What follows belongs to an exercise in optimizing a design on an open flow for a short achievable clock period and few clock cycles; a production flow would make more cautious choices.
At most, simulation tests tie the RTL to the original design; equivalence was not proved.
Power figures rest on the tool's default switching activity, not on a simulated workload.

Setup of v7:
// main
module main(clk, rst, mem_rdata, mem_addr, mem_wdata, mem_we);
For scale: about 2000 cells after synthesis, about 340 flip-flops.
Settings: LEC_CHECK=0, ABC_CLOCK_PERIOD_IN_PS=1800, CAP_MARGIN=20, CORE_MARGIN=2, CORE_UTILIZATION=48, GPL_TIMING_DRIVEN=1, SETUP_SLACK_MARGIN=3.6, SLEW_MARGIN=20, TNS_END_PERCENT=100; clock period 5.5 ns.
run.sh (not shown) runs the stock make flow with config.mk's settings and CLKGATE_MAP_FILE= SYNTH_SCRIPT=/design/flow/synth_recipe.tcl, a recipe that flattens the netlist after the stock synthesis.
In summary, v7 completed successfully, with a layout that passed the timing, DRC and antenna checks.
Testbench counts of v7, summed over its fixed seeds: cycles 91,487.
Here is what was changed in the inputs of v25 compared with v7.
diff --git a/flow/config.mk b/flow/config.mk
--- a/flow/config.mk
+++ b/flow/config.mk
@@ -10,3 +10,3 @@
 export CORE_MARGIN = 2
-export CORE_UTILIZATION = 48
+export CORE_UTILIZATION = 40
 export GPL_TIMING_DRIVEN = 1
Notes after the runs:
From v7 to v25 the numbers moved as follows: count of buffers added by post-CTS timing repair for setup now sits lower; multi-input combinational area share now sits higher; clock input transition at the sequential cells of the worst setup and hold paths now sits at about the same level; minimum clock period now sits lower.
In v25, the met2 usage in global routing came out 9.7 points below the value in v7.
Area of the core (higher): v25
## Diff of input files: v41 against v25
diff --git a/flow/config.mk b/flow/config.mk
--- a/flow/config.mk
+++ b/flow/config.mk
@@ -10,3 +10,3 @@
 export CORE_MARGIN = 2
-export CORE_UTILIZATION = 40
+export CORE_UTILIZATION = 62
 export GPL_TIMING_DRIVEN = 1
### Flow results
- Diff v25 -> v41: hold slack stayed essentially flat, first-pass GRT wire length rose by 1300 um, total clock network power fell by about 7.5%, average wire per cell in the routed design rose by 18%, register cell area after layout stayed essentially flat.
- Worst setup path endpoint: opB[7]$_SDFFE_PP0P_ -> v25, opA[1]$_SDFFE_PP0P_ -> v41
- Changes observed in v41 relative to v25: met3 usage increased 3.5 points; fraction of power consumed by the clock network decreased 2.5 points; cell internal power dissipation decreased about 3.2%; total power decreased about 0.8%.
The following lists how v11 was set up differently from v41:
diff --git a/flow/config.mk b/flow/config.mk
--- a/flow/config.mk
+++ b/flow/config.mk
@@ -10,3 +10,3 @@
 export CORE_MARGIN = 2
-export CORE_UTILIZATION = 62
+export CORE_UTILIZATION = 70
 export GPL_TIMING_DRIVEN = 1
==> comparison <==
5_1_grt: v11 exited with error. The final layout from v41, which completed every stage, passed the timing, DRC and antenna checks at the end of the flow. Diff v41 -> v11 | cell row count | down by a few percent. Diff v41..v11 | area of placed instances | negligible. Relative to v41, initial cell density of the core has gone up in v11.
Relative to v11, the following input files were edited for v42:
diff --git a/flow/config.mk b/flow/config.mk
--- a/flow/config.mk
+++ b/flow/config.mk
@@ -10,3 +10,3 @@
 export CORE_MARGIN = 2
-export CORE_UTILIZATION = 70
+export CORE_UTILIZATION = 30
 export GPL_TIMING_DRIVEN = 1
--- outcome ---
- v42: full flow OK, the timing, DRC and antenna checks passed
- FAIL v11 @ 5_1_grt: tool exited with error
- Against v11, v42 comes in about 3% higher on cell area after placement.
- v42 has vertical die dimension above what v11 had.
- On setup slack after placement: v42 sits below v11.
- Diff v11 and v42: instance count after placement with tap cells included lower in v11
- For the horizontal die dimension, v42 came in about 50% higher than v11 did.


main, a different RTL version from the one above (not shown whole).
Size in the first run: ~2,100 cells after synthesis.
==> flow/config.mk <==
export PLATFORM = sky130hd
export DESIGN_NAME = main
export DESIGN_NICKNAME = main
export VERILOG_FILES = /design/flow/design.v
export SDC_FILE = /design/flow/constraint.sdc
export NUM_CORES = 4
export LEC_CHECK = 0
export ABC_CLOCK_PERIOD_IN_PS = 1800
export CAP_MARGIN = 20
export CORE_MARGIN = 2
export CORE_UTILIZATION = 40
export GPL_TIMING_DRIVEN = 1
export SETUP_SLACK_MARGIN = 3.6
export SLEW_MARGIN = 20
export SYNTH_HIERARCHICAL = 1
export SYNTH_MINIMUM_KEEP_SIZE = 0
export TNS_END_PERCENT = 100
==> flow/constraint.sdc <==
create_clock -name core_clock -period 5.5 [get_ports {clk}]
set_input_delay 1.1000 -clock core_clock [delete_from_list [all_inputs] [get_ports {clk}]]
set_output_delay 1.1000 -clock core_clock [all_outputs]
set_load 0.01 [all_outputs]
The first run ran to the end with no violations.
Next try:
--- a/flow/config.mk
+++ b/flow/config.mk
@@ -15,2 +14,0 @@
-export SYNTH_HIERARCHICAL = 1
-export SYNTH_MINIMUM_KEEP_SIZE = 0
The changed run ran to the end with no violations.
Worst setup slack loses 0.029 ns.
Non-clock buffer count goes up by 14.
Critical path depth does not change.
No run of this note included a check of the RTL's function; only the layout flow was run.

separate check: timing with driven ports:
In the flow no input, the clock included, has a driving cell. The finished layouts below were timed again as built, in two steps. Step 1 (the two cells are an assumption about what drives the block):
set clk [get_ports {clk}]
set_driving_cell -lib_cell sky130_fd_sc_hd__clkbuf_16 $clk
set_driving_cell -lib_cell sky130_fd_sc_hd__buf_2 [delete_from_list [all_inputs] $clk]
Step 2 adds t to the input delays and takes it off the output delays; t is the mean of the earliest and latest rising clock arrival at the registers after step 1. Input paths then give back, and output paths get back, about the clock's delay inside the block. a / b / c = ideal / step 1 / step 2; a / b = the first two.
| run | shift t [ns] | setup WS [ns] | worst hold slack (ns) |
|---|---|---|---|
| v7 | 0.624 | 3.225 / 3.225 / 2.863 | 0.341 / 0.341 / 0.341 |
| v25 | 0.607 | 3.251 / 3.251 / 2.934 | 0.357 / 0.357 / 0.357 |
| v41 | 0.585 | 3.041 / 3.041 / 2.820 | 0.354 / 0.354 / 0.354 |
| v42 | 0.602 | 3.229 / 3.229 / 2.908 | 0.365 / 0.365 / 0.365 |
| the first run of note 2 | 0.627 | 3.078 / 3.078 / 2.801 | 0.351 / 0.351 / 0.351 |
| the second run of note 2 | 0.628 | 3.049 / 3.049 / 2.683 | 0.355 / 0.355 / 0.355 |
After both steps setup and hold are still met in every run listed. The setup slack of the second run of note 2, which loses most, moves by 0.000 ns with the drivers and by -0.366 ns with both steps.
